From an optimization exercise on the open Yosys and OpenROAD flow, aimed at small area, a short achievable clock period and few clock cycles; shortcuts taken in it are not production practice. For this run, only the layout was checked, not whether the RTL still works. Power figures rest on the tool's default switching activity, not on a simulated workload.

===== design/flow/design.v =====
module booth_mul(clk, rst, start, data_in, done, product);
  input clk, rst, start;
  input [31:0] data_in;
  output done;
  output [63:0] product;
  reg [31:0] M;             
  reg [31:0] Q;             
  reg        qm1;           
  reg [32:0] AS, AC;        
  reg        c;             
  reg        s_lm, s_lq, s_it, s_fin, s_dn;
  reg [2:0] cnt;
  assign done = s_dn;
  assign product = {AS[31:0], Q};
  wire idle = ~(s_lm | s_lq | s_it | s_fin);
  wire [7:0] x = s_lq ? data_in[7:0] : Q[7:0];
  wire xm1 = s_lq ? 1'b0 : qm1;
  wire [31:0] qin = s_lq ? data_in : Q;
  wire b0_2 = x[1], b0_1 = x[0], b0_0 = xm1;
  wire one0 = b0_1 ^ b0_0;
  wire two0 = (b0_2 & ~b0_1 & ~b0_0) | (~b0_2 & b0_1 & b0_0);
  wire ng0 = b0_2;
  wire [33:0] pp0;
  wire [32:0] mg0 = ({33{one0}} & {M[31], M}) | ({33{two0}} & {M, 1'b0});
  assign pp0[32:0] = mg0 ^ {33{ng0}};
  assign pp0[33] = ~pp0[32];
  wire b1_2 = x[3], b1_1 = x[2], b1_0 = x[1];
  wire one1 = b1_1 ^ b1_0;
  wire two1 = (b1_2 & ~b1_1 & ~b1_0) | (~b1_2 & b1_1 & b1_0);
  wire ng1 = b1_2;
  wire [33:0] pp1;
  wire [32:0] mg1 = ({33{one1}} & {M[31], M}) | ({33{two1}} & {M, 1'b0});
  assign pp1[32:0] = mg1 ^ {33{ng1}};
  assign pp1[33] = ~pp1[32];
  wire b2_2 = x[5], b2_1 = x[4], b2_0 = x[3];
  wire one2 = b2_1 ^ b2_0;
  wire two2 = (b2_2 & ~b2_1 & ~b2_0) | (~b2_2 & b2_1 & b2_0);
  wire ng2 = b2_2;
  wire [33:0] pp2;
  wire [32:0] mg2 = ({33{one2}} & {M[31], M}) | ({33{two2}} & {M, 1'b0});
  assign pp2[32:0] = mg2 ^ {33{ng2}};
  assign pp2[33] = ~pp2[32];
  wire b3_2 = x[7], b3_1 = x[6], b3_0 = x[5];
  wire one3 = b3_1 ^ b3_0;
  wire two3 = (b3_2 & ~b3_1 & ~b3_0) | (~b3_2 & b3_1 & b3_0);
  wire ng3 = b3_2;
  wire [33:0] pp3;
  wire [32:0] mg3 = ({33{one3}} & {M[31], M}) | ({33{two3}} & {M, 1'b0});
  assign pp3[32:0] = mg3 ^ {33{ng3}};
  assign pp3[33] = ~pp3[32];
  wire s1, k2, s3, k4, s5, k6, s7, k8, s9, k10, s11, k12, s13, k14, s15, k16, s17, k18, s19, k20, s21, k22, s23, k24, s25, k26, s27, k28, s29, k30, s31, k32, s33, k34, s35, k36, s37, k38, s39, k40, s41, k42, s43, k44, s45, k46, s47, k48, s49, k50, s51, k52, s53, k54, s55, k56, s57, k58, s59, k60, s61, k62, s63, k64, s65, k66, s67, k68, s69, k70, s71, k72, s73, k74, s75, k76, s77, k78, s79, k80, s81, k82, s83, k84, s85, k86, s87, k88, s89, k90, s91, k92, s93, k94, s95, k96, s97, k98, s99, k100, s101, k102, s103, k104, s105, k106, s107, k108, s109, k110, s111, k112, s113, k114, s115, k116, s117, k118, s119, k120, s121, k122, s123, k124, s125, k126, s127, k128, s129, k130, s131, k132, s133, k134, s135, k136, s137, k138, s139, k140, s141, k142, s143, k144, s145, k146, s147, k148, s149, k150, s151, k152, s153, k154, s155, k156, s157, k158, s159, k160, s161, k162, s163, k164, s165, k166, s167, k168, s169, k170, s171, k172, s173, k174, s175, k176, s177, k178, s179, k180, s181, k182, s183, k184, s185, k186, s187, k188, s189, k190, s191, k192, s193, k194, s195, k196, s197, k198, s199, k200, s201, k202, s203, k204, s205, k206, s207, k208, s209, k210, s211, k212, s213, k214, s215, k216, s217, k218, s219, k220, s221, k222, s223, k224, s225, k226, s227, k228, s229, k230, s231, k232, s233, k234, s235, k236, s237, k238, s239, k240, s241, k242, s243, k244, s245, k246, s247, k248, s249, k250, s251, k252, s253, k254, s255, k256, s257, k258, s259, k260, s261, k262, s263, k264, s265, k266, s267, k268, s269, k270, s271, k272, s273, k274, s275, k276, s277, k278, s279, k280, s281, k282, s283, k284, s285, k286, s287, k288, s289, k290, s291, k292, s293, k294, s295, k296, s297, k298, s299, k300, s301, k302, s303, k304, s305, k306, s307, k308, s309, k310, s311, k312, s313, k314, s315, k316, s317, k318, s319, k320, s321, k322;
  assign s1 = AS[6] ^ AC[6];
  assign k2 = AS[6] & AC[6];
  assign s3 = AS[7] ^ AC[7];
  assign k4 = AS[7] & AC[7];
  assign s5 = AS[8] ^ AC[8];
  assign k6 = AS[8] & AC[8];
  assign s7 = AS[9] ^ AC[9];
  assign k8 = AS[9] & AC[9];
  assign s9 = AS[10] ^ AC[10];
  assign k10 = AS[10] & AC[10];
  assign s11 = AS[11] ^ AC[11];
  assign k12 = AS[11] & AC[11];
  assign s13 = AS[12] ^ AC[12];
  assign k14 = AS[12] & AC[12];
  assign s15 = AS[13] ^ AC[13];
  assign k16 = AS[13] & AC[13];
  assign s17 = AS[14] ^ AC[14];
  assign k18 = AS[14] & AC[14];
  assign s19 = AS[15] ^ AC[15];
  assign k20 = AS[15] & AC[15];
  assign s21 = AS[16] ^ AC[16];
  assign k22 = AS[16] & AC[16];
  assign s23 = AS[17] ^ AC[17];
  assign k24 = AS[17] & AC[17];
  assign s25 = AS[18] ^ AC[18];
  assign k26 = AS[18] & AC[18];
  assign s27 = AS[19] ^ AC[19];
  assign k28 = AS[19] & AC[19];
  assign s29 = AS[20] ^ AC[20];
  assign k30 = AS[20] & AC[20];
  assign s31 = AS[21] ^ AC[21];
  assign k32 = AS[21] & AC[21];
  assign s33 = AS[22] ^ AC[22];
  assign k34 = AS[22] & AC[22];
  assign s35 = AS[23] ^ AC[23];
  assign k36 = AS[23] & AC[23];
  assign s37 = AS[24] ^ AC[24];
  assign k38 = AS[24] & AC[24];
  assign s39 = AS[25] ^ AC[25];
  assign k40 = AS[25] & AC[25];
  assign s41 = AS[26] ^ AC[26];
  assign k42 = AS[26] & AC[26];
  assign s43 = AS[27] ^ AC[27];
  assign k44 = AS[27] & AC[27];
  assign s45 = AS[28] ^ AC[28];
  assign k46 = AS[28] & AC[28];
  assign s47 = AS[29] ^ AC[29];
  assign k48 = AS[29] & AC[29];
  assign s49 = AS[30] ^ AC[30];
  assign k50 = AS[30] & AC[30];
  assign s51 = AS[0] ^ AC[0];
  assign k52 = AS[0] & AC[0];
  assign s53 = AS[2] ^ AC[2];
  assign k54 = AS[2] & AC[2];
  assign s55 = AS[3] ^ AC[3];
  assign k56 = AS[3] & AC[3];
  assign s57 = AS[4] ^ AC[4] ^ pp0[4];
  assign k58 = (AS[4] & AC[4]) | (AS[4] & pp0[4]) | (AC[4] & pp0[4]);
  assign s59 = pp1[2] ^ pp2[0];
  assign k60 = pp1[2] & pp2[0];
  assign s61 = AS[5] ^ AC[5] ^ pp0[5];
  assign k62 = (AS[5] & AC[5]) | (AS[5] & pp0[5]) | (AC[5] & pp0[5]);
  assign s63 = pp1[3] ^ pp2[1];
  assign k64 = pp1[3] & pp2[1];
  assign s65 = pp0[6] ^ pp1[4] ^ pp2[2];
  assign k66 = (pp0[6] & pp1[4]) | (pp0[6] & pp2[2]) | (pp1[4] & pp2[2]);
  assign s67 = pp3[0] ^ ng3 ^ s1;
  assign k68 = (pp3[0] & ng3) | (pp3[0] & s1) | (ng3 & s1);
  assign s69 = pp0[7] ^ pp1[5] ^ pp2[3];
  assign k70 = (pp0[7] & pp1[5]) | (pp0[7] & pp2[3]) | (pp1[5] & pp2[3]);
  assign s71 = pp3[1] ^ s3 ^ k2;
  assign k72 = (pp3[1] & s3) | (pp3[1] & k2) | (s3 & k2);
  assign s73 = pp0[8] ^ pp1[6] ^ pp2[4];
  assign k74 = (pp0[8] & pp1[6]) | (pp0[8] & pp2[4]) | (pp1[6] & pp2[4]);
  assign s75 = pp3[2] ^ s5 ^ k4;
  assign k76 = (pp3[2] & s5) | (pp3[2] & k4) | (s5 & k4);
  assign s77 = pp0[9] ^ pp1[7] ^ pp2[5];
  assign k78 = (pp0[9] & pp1[7]) | (pp0[9] & pp2[5]) | (pp1[7] & pp2[5]);
  assign s79 = pp3[3] ^ s7 ^ k6;
  assign k80 = (pp3[3] & s7) | (pp3[3] & k6) | (s7 & k6);
  assign s81 = pp0[10] ^ pp1[8] ^ pp2[6];
  assign k82 = (pp0[10] & pp1[8]) | (pp0[10] & pp2[6]) | (pp1[8] & pp2[6]);
  assign s83 = pp3[4] ^ s9 ^ k8;
  assign k84 = (pp3[4] & s9) | (pp3[4] & k8) | (s9 & k8);
  assign s85 = pp0[11] ^ pp1[9] ^ pp2[7];
  assign k86 = (pp0[11] & pp1[9]) | (pp0[11] & pp2[7]) | (pp1[9] & pp2[7]);
  assign s87 = pp3[5] ^ s11 ^ k10;
  assign k88 = (pp3[5] & s11) | (pp3[5] & k10) | (s11 & k10);
  assign s89 = pp0[12] ^ pp1[10] ^ pp2[8];
  assign k90 = (pp0[12] & pp1[10]) | (pp0[12] & pp2[8]) | (pp1[10] & pp2[8]);
  assign s91 = pp3[6] ^ s13 ^ k12;
  assign k92 = (pp3[6] & s13) | (pp3[6] & k12) | (s13 & k12);
  assign s93 = pp0[13] ^ pp1[11] ^ pp2[9];
  assign k94 = (pp0[13] & pp1[11]) | (pp0[13] & pp2[9]) | (pp1[11] & pp2[9]);
  assign s95 = pp3[7] ^ s15 ^ k14;
  assign k96 = (pp3[7] & s15) | (pp3[7] & k14) | (s15 & k14);
  assign s97 = pp0[14] ^ pp1[12] ^ pp2[10];
  assign k98 = (pp0[14] & pp1[12]) | (pp0[14] & pp2[10]) | (pp1[12] & pp2[10]);
  assign s99 = pp3[8] ^ s17 ^ k16;
  assign k100 = (pp3[8] & s17) | (pp3[8] & k16) | (s17 & k16);
  assign s101 = pp0[15] ^ pp1[13] ^ pp2[11];
  assign k102 = (pp0[15] & pp1[13]) | (pp0[15] & pp2[11]) | (pp1[13] & pp2[11]);
  assign s103 = pp3[9] ^ s19 ^ k18;
  assign k104 = (pp3[9] & s19) | (pp3[9] & k18) | (s19 & k18);
  assign s105 = pp0[16] ^ pp1[14] ^ pp2[12];
  assign k106 = (pp0[16] & pp1[14]) | (pp0[16] & pp2[12]) | (pp1[14] & pp2[12]);
  assign s107 = pp3[10] ^ s21 ^ k20;
  assign k108 = (pp3[10] & s21) | (pp3[10] & k20) | (s21 & k20);
  assign s109 = pp0[17] ^ pp1[15] ^ pp2[13];
  assign k110 = (pp0[17] & pp1[15]) | (pp0[17] & pp2[13]) | (pp1[15] & pp2[13]);
  assign s111 = pp3[11] ^ s23 ^ k22;
  assign k112 = (pp3[11] & s23) | (pp3[11] & k22) | (s23 & k22);
  assign s113 = pp0[18] ^ pp1[16] ^ pp2[14];
  assign k114 = (pp0[18] & pp1[16]) | (pp0[18] & pp2[14]) | (pp1[16] & pp2[14]);
  assign s115 = pp3[12] ^ s25 ^ k24;
  assign k116 = (pp3[12] & s25) | (pp3[12] & k24) | (s25 & k24);
  assign s117 = pp0[19] ^ pp1[17] ^ pp2[15];
  assign k118 = (pp0[19] & pp1[17]) | (pp0[19] & pp2[15]) | (pp1[17] & pp2[15]);
  assign s119 = pp3[13] ^ s27 ^ k26;
  assign k120 = (pp3[13] & s27) | (pp3[13] & k26) | (s27 & k26);
  assign s121 = pp0[20] ^ pp1[18] ^ pp2[16];
  assign k122 = (pp0[20] & pp1[18]) | (pp0[20] & pp2[16]) | (pp1[18] & pp2[16]);
  assign s123 = pp3[14] ^ s29 ^ k28;
  assign k124 = (pp3[14] & s29) | (pp3[14] & k28) | (s29 & k28);
  assign s125 = pp0[21] ^ pp1[19] ^ pp2[17];
  assign k126 = (pp0[21] & pp1[19]) | (pp0[21] & pp2[17]) | (pp1[19] & pp2[17]);
  assign s127 = pp3[15] ^ s31 ^ k30;
  assign k128 = (pp3[15] & s31) | (pp3[15] & k30) | (s31 & k30);
  assign s129 = pp0[22] ^ pp1[20] ^ pp2[18];
  assign k130 = (pp0[22] & pp1[20]) | (pp0[22] & pp2[18]) | (pp1[20] & pp2[18]);
  assign s131 = pp3[16] ^ s33 ^ k32;
  assign k132 = (pp3[16] & s33) | (pp3[16] & k32) | (s33 & k32);
  assign s133 = pp0[23] ^ pp1[21] ^ pp2[19];
  assign k134 = (pp0[23] & pp1[21]) | (pp0[23] & pp2[19]) | (pp1[21] & pp2[19]);
  assign s135 = pp3[17] ^ s35 ^ k34;
  assign k136 = (pp3[17] & s35) | (pp3[17] & k34) | (s35 & k34);
  assign s137 = pp0[24] ^ pp1[22] ^ pp2[20];
  assign k138 = (pp0[24] & pp1[22]) | (pp0[24] & pp2[20]) | (pp1[22] & pp2[20]);
  assign s139 = pp3[18] ^ s37 ^ k36;
  assign k140 = (pp3[18] & s37) | (pp3[18] & k36) | (s37 & k36);
  assign s141 = pp0[25] ^ pp1[23] ^ pp2[21];
  assign k142 = (pp0[25] & pp1[23]) | (pp0[25] & pp2[21]) | (pp1[23] & pp2[21]);
  assign s143 = pp3[19] ^ s39 ^ k38;
  assign k144 = (pp3[19] & s39) | (pp3[19] & k38) | (s39 & k38);
  assign s145 = pp0[26] ^ pp1[24] ^ pp2[22];
  assign k146 = (pp0[26] & pp1[24]) | (pp0[26] & pp2[22]) | (pp1[24] & pp2[22]);
  assign s147 = pp3[20] ^ s41 ^ k40;
  assign k148 = (pp3[20] & s41) | (pp3[20] & k40) | (s41 & k40);
  assign s149 = pp0[27] ^ pp1[25] ^ pp2[23];
  assign k150 = (pp0[27] & pp1[25]) | (pp0[27] & pp2[23]) | (pp1[25] & pp2[23]);
  assign s151 = pp3[21] ^ s43 ^ k42;
  assign k152 = (pp3[21] & s43) | (pp3[21] & k42) | (s43 & k42);
  assign s153 = pp0[28] ^ pp1[26] ^ pp2[24];
  assign k154 = (pp0[28] & pp1[26]) | (pp0[28] & pp2[24]) | (pp1[26] & pp2[24]);
  assign s155 = pp3[22] ^ s45 ^ k44;
  assign k156 = (pp3[22] & s45) | (pp3[22] & k44) | (s45 & k44);
  assign s157 = pp0[29] ^ pp1[27] ^ pp2[25];
  assign k158 = (pp0[29] & pp1[27]) | (pp0[29] & pp2[25]) | (pp1[27] & pp2[25]);
  assign s159 = pp3[23] ^ s47 ^ k46;
  assign k160 = (pp3[23] & s47) | (pp3[23] & k46) | (s47 & k46);
  assign s161 = pp0[30] ^ pp1[28] ^ pp2[26];
  assign k162 = (pp0[30] & pp1[28]) | (pp0[30] & pp2[26]) | (pp1[28] & pp2[26]);
  assign s163 = pp3[24] ^ s49 ^ k48;
  assign k164 = (pp3[24] & s49) | (pp3[24] & k48) | (s49 & k48);
  assign s165 = AS[31] ^ pp0[31] ^ pp1[29];
  assign k166 = (AS[31] & pp0[31]) | (AS[31] & pp1[29]) | (pp0[31] & pp1[29]);
  assign s167 = pp2[27] ^ pp3[25] ^ k50;
  assign k168 = (pp2[27] & pp3[25]) | (pp2[27] & k50) | (pp3[25] & k50);
  assign s169 = AS[32] ^ pp0[32] ^ pp1[30];
  assign k170 = (AS[32] & pp0[32]) | (AS[32] & pp1[30]) | (pp0[32] & pp1[30]);
  assign s171 = pp2[28] ^ pp3[26];
  assign k172 = pp2[28] & pp3[26];
  assign s173 = pp0[33] ^ pp1[31] ^ pp2[29];
  assign k174 = (pp0[33] & pp1[31]) | (pp0[33] & pp2[29]) | (pp1[31] & pp2[29]);
  assign s175 = c ^ pp0[0];
  assign k176 = c & pp0[0];
  assign s177 = AS[1] ^ AC[1] ^ pp0[1];
  assign k178 = (AS[1] & AC[1]) | (AS[1] & pp0[1]) | (AC[1] & pp0[1]);
  assign s179 = pp0[2] ^ pp1[0] ^ ng1;
  assign k180 = (pp0[2] & pp1[0]) | (pp0[2] & ng1) | (pp1[0] & ng1);
  assign s181 = pp0[3] ^ pp1[1] ^ s55;
  assign k182 = (pp0[3] & pp1[1]) | (pp0[3] & s55) | (pp1[1] & s55);
  assign s183 = ng2 ^ s57 ^ s59;
  assign k184 = (ng2 & s57) | (ng2 & s59) | (s57 & s59);
  assign s185 = s61 ^ s63 ^ k58;
  assign k186 = (s61 & s63) | (s61 & k58) | (s63 & k58);
  assign s187 = s65 ^ s67 ^ k62;
  assign k188 = (s65 & s67) | (s65 & k62) | (s67 & k62);
  assign s189 = s69 ^ s71 ^ k66;
  assign k190 = (s69 & s71) | (s69 & k66) | (s71 & k66);
  assign s191 = s73 ^ s75 ^ k70;
  assign k192 = (s73 & s75) | (s73 & k70) | (s75 & k70);
  assign s193 = s77 ^ s79 ^ k74;
  assign k194 = (s77 & s79) | (s77 & k74) | (s79 & k74);
  assign s195 = s81 ^ s83 ^ k78;
  assign k196 = (s81 & s83) | (s81 & k78) | (s83 & k78);
  assign s197 = s85 ^ s87 ^ k82;
  assign k198 = (s85 & s87) | (s85 & k82) | (s87 & k82);
  assign s199 = s89 ^ s91 ^ k86;
  assign k200 = (s89 & s91) | (s89 & k86) | (s91 & k86);
  assign s201 = s93 ^ s95 ^ k90;
  assign k202 = (s93 & s95) | (s93 & k90) | (s95 & k90);
  assign s203 = s97 ^ s99 ^ k94;
  assign k204 = (s97 & s99) | (s97 & k94) | (s99 & k94);
  assign s205 = s101 ^ s103 ^ k98;
  assign k206 = (s101 & s103) | (s101 & k98) | (s103 & k98);
  assign s207 = s105 ^ s107 ^ k102;
  assign k208 = (s105 & s107) | (s105 & k102) | (s107 & k102);
  assign s209 = s109 ^ s111 ^ k106;
  assign k210 = (s109 & s111) | (s109 & k106) | (s111 & k106);
  assign s211 = s113 ^ s115 ^ k110;
  assign k212 = (s113 & s115) | (s113 & k110) | (s115 & k110);
  assign s213 = s117 ^ s119 ^ k114;
  assign k214 = (s117 & s119) | (s117 & k114) | (s119 & k114);
  assign s215 = s121 ^ s123 ^ k118;
  assign k216 = (s121 & s123) | (s121 & k118) | (s123 & k118);
  assign s217 = s125 ^ s127 ^ k122;
  assign k218 = (s125 & s127) | (s125 & k122) | (s127 & k122);
  assign s219 = s129 ^ s131 ^ k126;
  assign k220 = (s129 & s131) | (s129 & k126) | (s131 & k126);
  assign s221 = s133 ^ s135 ^ k130;
  assign k222 = (s133 & s135) | (s133 & k130) | (s135 & k130);
  assign s223 = s137 ^ s139 ^ k134;
  assign k224 = (s137 & s139) | (s137 & k134) | (s139 & k134);
  assign s225 = s141 ^ s143 ^ k138;
  assign k226 = (s141 & s143) | (s141 & k138) | (s143 & k138);
  assign s227 = s145 ^ s147 ^ k142;
  assign k228 = (s145 & s147) | (s145 & k142) | (s147 & k142);
  assign s229 = s149 ^ s151 ^ k146;
  assign k230 = (s149 & s151) | (s149 & k146) | (s151 & k146);
  assign s231 = s153 ^ s155 ^ k150;
  assign k232 = (s153 & s155) | (s153 & k150) | (s155 & k150);
  assign s233 = s157 ^ s159 ^ k154;
  assign k234 = (s157 & s159) | (s157 & k154) | (s159 & k154);
  assign s235 = s161 ^ s163 ^ k158;
  assign k236 = (s161 & s163) | (s161 & k158) | (s163 & k158);
  assign s237 = s165 ^ s167 ^ k162;
  assign k238 = (s165 & s167) | (s165 & k162) | (s167 & k162);
  assign s239 = s169 ^ s171 ^ k166;
  assign k240 = (s169 & s171) | (s169 & k166) | (s171 & k166);
  assign s241 = pp3[27] ^ s173 ^ k170;
  assign k242 = (pp3[27] & s173) | (pp3[27] & k170) | (s173 & k170);
  assign s243 = pp1[32] ^ pp2[30] ^ pp3[28];
  assign k244 = (pp1[32] & pp2[30]) | (pp1[32] & pp3[28]) | (pp2[30] & pp3[28]);
  assign s245 = pp1[33] ^ pp2[31];
  assign k246 = pp1[33] & pp2[31];
  assign s247 = ng0 ^ s51;
  assign k248 = ng0 & s51;
  assign s249 = k52 ^ s177 ^ k176;
  assign k250 = (k52 & s177) | (k52 & k176) | (s177 & k176);
  assign s251 = s53 ^ s179 ^ k178;
  assign k252 = (s53 & s179) | (s53 & k178) | (s179 & k178);
  assign s253 = k54 ^ s181 ^ k180;
  assign k254 = (k54 & s181) | (k54 & k180) | (s181 & k180);
  assign s255 = k56 ^ s183 ^ k182;
  assign k256 = (k56 & s183) | (k56 & k182) | (s183 & k182);
  assign s257 = k60 ^ s185 ^ k184;
  assign k258 = (k60 & s185) | (k60 & k184) | (s185 & k184);
  assign s259 = k64 ^ s187 ^ k186;
  assign k260 = (k64 & s187) | (k64 & k186) | (s187 & k186);
  assign s261 = k68 ^ s189 ^ k188;
  assign k262 = (k68 & s189) | (k68 & k188) | (s189 & k188);
  assign s263 = k72 ^ s191 ^ k190;
  assign k264 = (k72 & s191) | (k72 & k190) | (s191 & k190);
  assign s265 = k76 ^ s193 ^ k192;
  assign k266 = (k76 & s193) | (k76 & k192) | (s193 & k192);
  assign s267 = k80 ^ s195 ^ k194;
  assign k268 = (k80 & s195) | (k80 & k194) | (s195 & k194);
  assign s269 = k84 ^ s197 ^ k196;
  assign k270 = (k84 & s197) | (k84 & k196) | (s197 & k196);
  assign s271 = k88 ^ s199 ^ k198;
  assign k272 = (k88 & s199) | (k88 & k198) | (s199 & k198);
  assign s273 = k92 ^ s201 ^ k200;
  assign k274 = (k92 & s201) | (k92 & k200) | (s201 & k200);
  assign s275 = k96 ^ s203 ^ k202;
  assign k276 = (k96 & s203) | (k96 & k202) | (s203 & k202);
  assign s277 = k100 ^ s205 ^ k204;
  assign k278 = (k100 & s205) | (k100 & k204) | (s205 & k204);
  assign s279 = k104 ^ s207 ^ k206;
  assign k280 = (k104 & s207) | (k104 & k206) | (s207 & k206);
  assign s281 = k108 ^ s209 ^ k208;
  assign k282 = (k108 & s209) | (k108 & k208) | (s209 & k208);
  assign s283 = k112 ^ s211 ^ k210;
  assign k284 = (k112 & s211) | (k112 & k210) | (s211 & k210);
  assign s285 = k116 ^ s213 ^ k212;
  assign k286 = (k116 & s213) | (k116 & k212) | (s213 & k212);
  assign s287 = k120 ^ s215 ^ k214;
  assign k288 = (k120 & s215) | (k120 & k214) | (s215 & k214);
  assign s289 = k124 ^ s217 ^ k216;
  assign k290 = (k124 & s217) | (k124 & k216) | (s217 & k216);
  assign s291 = k128 ^ s219 ^ k218;
  assign k292 = (k128 & s219) | (k128 & k218) | (s219 & k218);
  assign s293 = k132 ^ s221 ^ k220;
  assign k294 = (k132 & s221) | (k132 & k220) | (s221 & k220);
  assign s295 = k136 ^ s223 ^ k222;
  assign k296 = (k136 & s223) | (k136 & k222) | (s223 & k222);
  assign s297 = k140 ^ s225 ^ k224;
  assign k298 = (k140 & s225) | (k140 & k224) | (s225 & k224);
  assign s299 = k144 ^ s227 ^ k226;
  assign k300 = (k144 & s227) | (k144 & k226) | (s227 & k226);
  assign s301 = k148 ^ s229 ^ k228;
  assign k302 = (k148 & s229) | (k148 & k228) | (s229 & k228);
  assign s303 = k152 ^ s231 ^ k230;
  assign k304 = (k152 & s231) | (k152 & k230) | (s231 & k230);
  assign s305 = k156 ^ s233 ^ k232;
  assign k306 = (k156 & s233) | (k156 & k232) | (s233 & k232);
  assign s307 = k160 ^ s235 ^ k234;
  assign k308 = (k160 & s235) | (k160 & k234) | (s235 & k234);
  assign s309 = k164 ^ s237 ^ k236;
  assign k310 = (k164 & s237) | (k164 & k236) | (s237 & k236);
  assign s311 = k168 ^ s239 ^ k238;
  assign k312 = (k168 & s239) | (k168 & k238) | (s239 & k238);
  assign s313 = k172 ^ s241 ^ k240;
  assign k314 = (k172 & s241) | (k172 & k240) | (s241 & k240);
  assign s315 = k174 ^ s243 ^ k242;
  assign k316 = (k174 & s243) | (k174 & k242) | (s243 & k242);
  assign s317 = pp3[29] ^ s245 ^ k244;
  assign k318 = (pp3[29] & s245) | (pp3[29] & k244) | (s245 & k244);
  assign s319 = pp2[32] ^ pp3[30] ^ k246;
  assign k320 = (pp2[32] & pp3[30]) | (pp2[32] & k246) | (pp3[30] & k246);
  assign s321 = pp2[33] ^ pp3[31];
  assign k322 = pp2[33] & pp3[31];
  wire [7:0] lr1 = {s261, s259, s257, s255, s253, s251, s249, s175};
  wire [7:0] lr2 = {k260, k258, k256, k254, k252, k250, k248, s247};
  wire [8:0] lo = lr1 + lr2;
  wire [32:0] nas = {1'b0, pp3[33], pp3[32], s321, s319, s317, s315, s313, s311, s309, s307, s305, s303, s301, s299, s297, s295, s293, s291, s289, s287, s285, s283, s281, s279, s277, s275, s273, s271, s269, s267, s265, s263};
  wire [32:0] nac = {1'b0, 1'b0, k322, k320, k318, k316, k314, k312, k310, k308, k306, k304, k302, k300, k298, k296, k294, k292, k290, k288, k286, k284, k282, k280, k278, k276, k274, k272, k270, k268, k266, k264, k262};
  localparam [31:0] KOFF = 32'h55555556;
  wire [31:0] fs = AS[31:0] ^ AC[31:0] ^ KOFF;
  wire [31:0] fc = (AS[31:0] & AC[31:0]) | (AS[31:0] & KOFF) | (AC[31:0] & KOFF);
  wire [31:0] phi = fs + {fc[30:0], 1'b0} + {31'd0, c};
  always @(posedge clk) begin
    if (rst) begin
      s_lm <= 1'b0; s_lq <= 1'b0; s_it <= 1'b0; s_fin <= 1'b0; s_dn <= 1'b0;
    end else begin
      s_lm <= idle & start;
      s_lq <= s_lm;
      s_it <= s_lq | (s_it & (cnt != 3'd3));
      s_fin <= s_it & (cnt == 3'd3);
      if (idle & start) s_dn <= 1'b0;
      else if (s_fin) s_dn <= 1'b1;
    end
  end
  always @(posedge clk) begin
    if (s_lq) cnt <= 3'd1;
    else if (s_it) cnt <= cnt + 3'd1;
  end
  always @(posedge clk) begin
    if (s_lm) M <= data_in;
  end
  always @(posedge clk) begin
    if (s_lq | s_it) begin
      Q <= {lo[7:0], qin[31:8]};
      qm1 <= x[7];
    end
  end
  always @(posedge clk) begin
    if (s_lm) begin
      AS <= 33'd0; AC <= 33'd0; c <= 1'b0;
    end else if (s_lq | s_it) begin
      AS <= nas; AC <= nac; c <= lo[8];
    end else if (s_fin) begin
      AS <= {1'b0, phi};
    end
  end
endmodule

===== design/flow/run.sh =====
#!/bin/bash
# synth_recipe.tcl (not shown) runs the flow's synth.tcl, then flattens the netlist and writes it again
# the make line also repeats each setting of config.mk as NAME=value (left out here)
make -C /OpenROAD-flow-scripts/flow DESIGN_CONFIG=/design/flow/config.mk WORK_HOME=/design/flow/orfs CLKGATE_MAP_FILE= SYNTH_SCRIPT=/design/flow/synth_recipe.tcl finish

===== design/flow/config.mk =====
export PLATFORM = sky130hd
export DESIGN_NAME = booth_mul
export DESIGN_NICKNAME = booth_mul
export VERILOG_FILES = /design/flow/design.v
export SDC_FILE = /design/flow/constraint.sdc
export NUM_CORES = 4
export LEC_CHECK = 0
export CAP_MARGIN = 20
export CORE_MARGIN = 2
export CORE_UTILIZATION = 40
export PLACE_DENSITY = 0.6
export SLEW_MARGIN = 20

===== design/flow/constraint.sdc =====
create_clock -name core_clock -period 5.0 [get_ports {clk}]
set_input_delay 1.0000 -clock core_clock [delete_from_list [all_inputs] [get_ports {clk}]]
set_output_delay 1.0000 -clock core_clock [all_outputs]
set_load 0.01 [all_outputs]

==> flow_summary.ini <==
[floorplanning]
die_h_um = 195
start_util_pct = 40.8
row_count = 69
dieArea_um2 = 38000
die_w_um = 195
num_io_pins = 100
core-area_um2 = 35700

[timing]
hold_viol = 0
finalCritPeriodShare_pct = 93.8
maxSlewHeadroom_pct = 35.4
rsz0062_at_grt = false
tightest_slew_ns = 0.970
fin_skew_ns = 0.0155
max_freq_mhz = 213
drv_slew = 0
setup_violations = 0
period_needed_ns = 4.69

[power]
swShare_pct = 48.2
p_int_w = 0.00580
power.share.clock_pct = 11.3
seq_power_share_pct = 17.0
vdd_drop_max_mv = 0.584
power_density_nw_per_um2 = 665
p_total_w = 0.0112
p_leak_nw = 7.10
p_sw_w = 0.00541
combPwrFrac_pct = 71.7

[global_route]
antenna_found_initial = 0
grt_busiest_layer = met2
grt_max_degree = 73
use_met3_pct = 3.07
overflow = 0
grt_pass1_wl_um = 71800
track_usage_pct = 24.1
use_met1_pct = 32.4
grt_pass1_vias = 12700
grtUsageMet2_pct = 40.5

[place]
post_dp_cell_area_um2 = 16300
place_hpwl_um = 34200
port_buffers = 99
gp_congestion = 0.883

[clocking]
worstSkewPairLatency_ns = 0.45
cts_max_path_buffers = 2
hold_buffers = 0
numCtsBuffers = 17
cts_setup_buffers = 0
root_buffer = clkbuf_16
htreeDepth = 4
cts_tree = done
clock_sinks = 137
path_clk_slew_ns = 0.06
post_cts_resized = 0

[synth]
synth.area.top_cells = fa_1 (17%), edfxtp_1 (13%), dfxtp_1 (9.9%)
synthFlopType = dfxtp_1
synth_compound_area_share_pct = 21.7
synth_edf_count = 65
ys_warn_count = 1
synth.cell_area_um2 = 14600
yosysMostFrequentCell = nand2_1
synth_adder_area_share_pct = 26.2
synth_top_area_share_pct = 17.2
ys_seq_area_share_pct = 23.3
syn_nets = 2046
synthArstFlopShare_pct = 0
synthXorXnorAreaFrac_pct = 4.32
synth_cell_types = 66
synthMuxAreaShare_pct = 2.84
synth_top_family_by_area = adder cells
synth_top_area_cell = fa_1
ys_top_cells_by_count = nand2_1 (284), inv_1 (239), a21oi_1 (189)
avgSynthCellArea_um2 = 8.20
synth-seq-cells = 137
synth_cells = 1780
yosys.area_share.simple_pct = 12.0

[setup_path]
cp-end-kind = register
r2r_setup_slack_ns = 0.57
critical_path.most_common_cell = fa_1
critPathMaxStageDelay_ns = 0.59
path_depth = 17
worst-path-buf-inv = 3
critPathCapture = c
r2r_start = s_lq
critPathLaunch = data_in[2]
start_kind = primary input
crit_path_max_fanout = 4
cp_slowest_cell = fa_1
critPathKind = in -> reg
r2r_cells = 14
cp.required_ns = 5.32
crit_chain = clkdlybuf4s50_1 > mux2i_1 > buf_4 > nor2_2 > buf_4 > nand2_1 > a21oi_1 > nor2_1 > a221oi_1 > fa_1 > fa_1 > fa_1 > ha_1 > o21ai_0 > nand2b_1 > a211oi_1 > nor3_1
reg2reg_to = AS[26]
critical_path.top_delay_family = adder cells
cp_data_arrival_time_ns = 5.01

[finish]
final_nets = 2100
fillers = 3493
drive_gt1_share_pct = 9.04
fin_util_pct = 47.1
final_area_um2 = 16800
n_antenna_cell = 0
ff_latch_area_um2 = 3400
area_growth_pct = 15.5
multiInputGateArea_um2 = 9830

[routing]
drt-initial-drc-count = 1008
wl_per_cell_um = 19.5
viasPerCell = 5.54
dr.pass1.iters = 5
num_vias = 12800
routed_wl_um = 44900
ant_nets = 0
drcViolationCount = 0

[worst_hold_path]
hold_class = reg -> reg

[run]
maxCapViolCount = 0

[status]
status = complete, no violations
## cells by family (layout without fill, tap and decap cells)
group / Yosys count / in the layout
AOI/OAI and AO/OA: 501 / 501
and+or+nand+nor: 425 / 425
buffers and inverters: 376 / 443
adders and majority gates: 231 / 231
DFF: 137 / 137
xor gates and xnor gates: 72 / 72
muxes: 38 / 38
## how the worst min path moves through the flow
stage / startpoint / endpoint / depth (start not counted)
finish: AC[4] / AC[4] / 2
global placement: AC[4] / AC[4] / 2
global route: AC[4] / AC[4] / 2
CTS: AC[4] / AC[4] / 2
floorplan: AC[4] / AC[4] / 2
detailed placement: AC[4] / AC[4] / 2
## through the flow
step           TNS [ns]  hold slack [ns]  cells  setup WS [ns]
2_1_floorplan         0            0.432   1780          0.284
3_3_place_gp    -0.0197            0.439   2276        -0.0197
3_5_place_dp     -0.154            0.450   2276         -0.102
4_1_cts               0            0.457   2308          0.326
5_1_grt               0            0.477   2308         0.0253
6_report              0            0.455   2308          0.309
## worst reg2reg max path, stage by stage, from the launching register on
cell and delay (ns):
dfxtp_2 0.65, mux2i_1 0.53, buf_4 0.22, nor2_2 0.07, buf_4 0.16, buf_4 0.21
a22oi_1 0.18, o21ai_0 0.18, fa_1 0.57, inv_1 0.06, fa_1 0.42, fa_1 0.54
a21oi_1 0.17, o22ai_1 0.10, a211o_1 0.26
## layout make-up
cell class	instances	area share [%]
multi-input combinational	1267	58.3
timing repair buffer	169	9.30
clock buffer	17	2.53
sequential	137	20.2
clock inverter	15	0.832
inverter	242	5.40
tap	461	3.42
## layer usage
metal  routed length, um  vias to the layer above
li1                    -                     6057
met1               20000                     6241
met2               21800                      420
met3                2110                       65
met4                1020                        0
met5                   0                        -
## state kept, by name, summed over array words and instances (netlist names)
signal and cells:
AS 32, M 32, Q 32, AC 31
cnt 3, c 1, qm1 1, s_dn 1
s_fin 1, s_it 1, s_lm 1, s_lq 1
## cell usage in the layout, fill, tap and decap left out, types with 65 or more instances in the layout
cell             count
nor2_1              74
fa_1               125
a22oi_1            107
dfxtp_1             70
o21ai_0             97
xnor2_1             66
inv_1              238
buf_4               66
a21oi_1            189
clkdlybuf4s50_1     99
nand2_1            284
edfxtp_1            65
ha_1               106
## power groups by stage
stage	sequential [W]	combinational, W	clock, W
final	0.00190	0.00804	0.00127
after global routing	0.00194	0.00913	0.00132
after CTS	0.00190	0.00809	0.00129
after detailed placement	0.00192	0.00800	0
after global placement	0.00193	0.00793	0
after floorplan	0.00185	0.00543	0

==> port drivers added, routing unchanged <==
Ports are ideal in the flow. The routed layout listed here was re-timed in OpenROAD. Step 1: set_driving_cell puts a clkbuf_16 on clk and a buf_2 on each other input, an assumption about the parent block. Step 2 also shifts input and output timing later by t, the mid clock arrival at the registers, as if the neighbouring blocks saw the same clock. Three values: no drivers, after step 1, after step 2; two values: the first two.
t (ns): 0.493
setup WS [ns]: 0.309 / 0.317 / -0.176
worst setup path after step 2: input to register
pins driven straight from the clock port: 1
Met with ideal ports but missed after step 2: setup timing in this run. For this run, drivers alone change the setup slack by +0.008 ns; drivers and shift together by -0.485 ns.
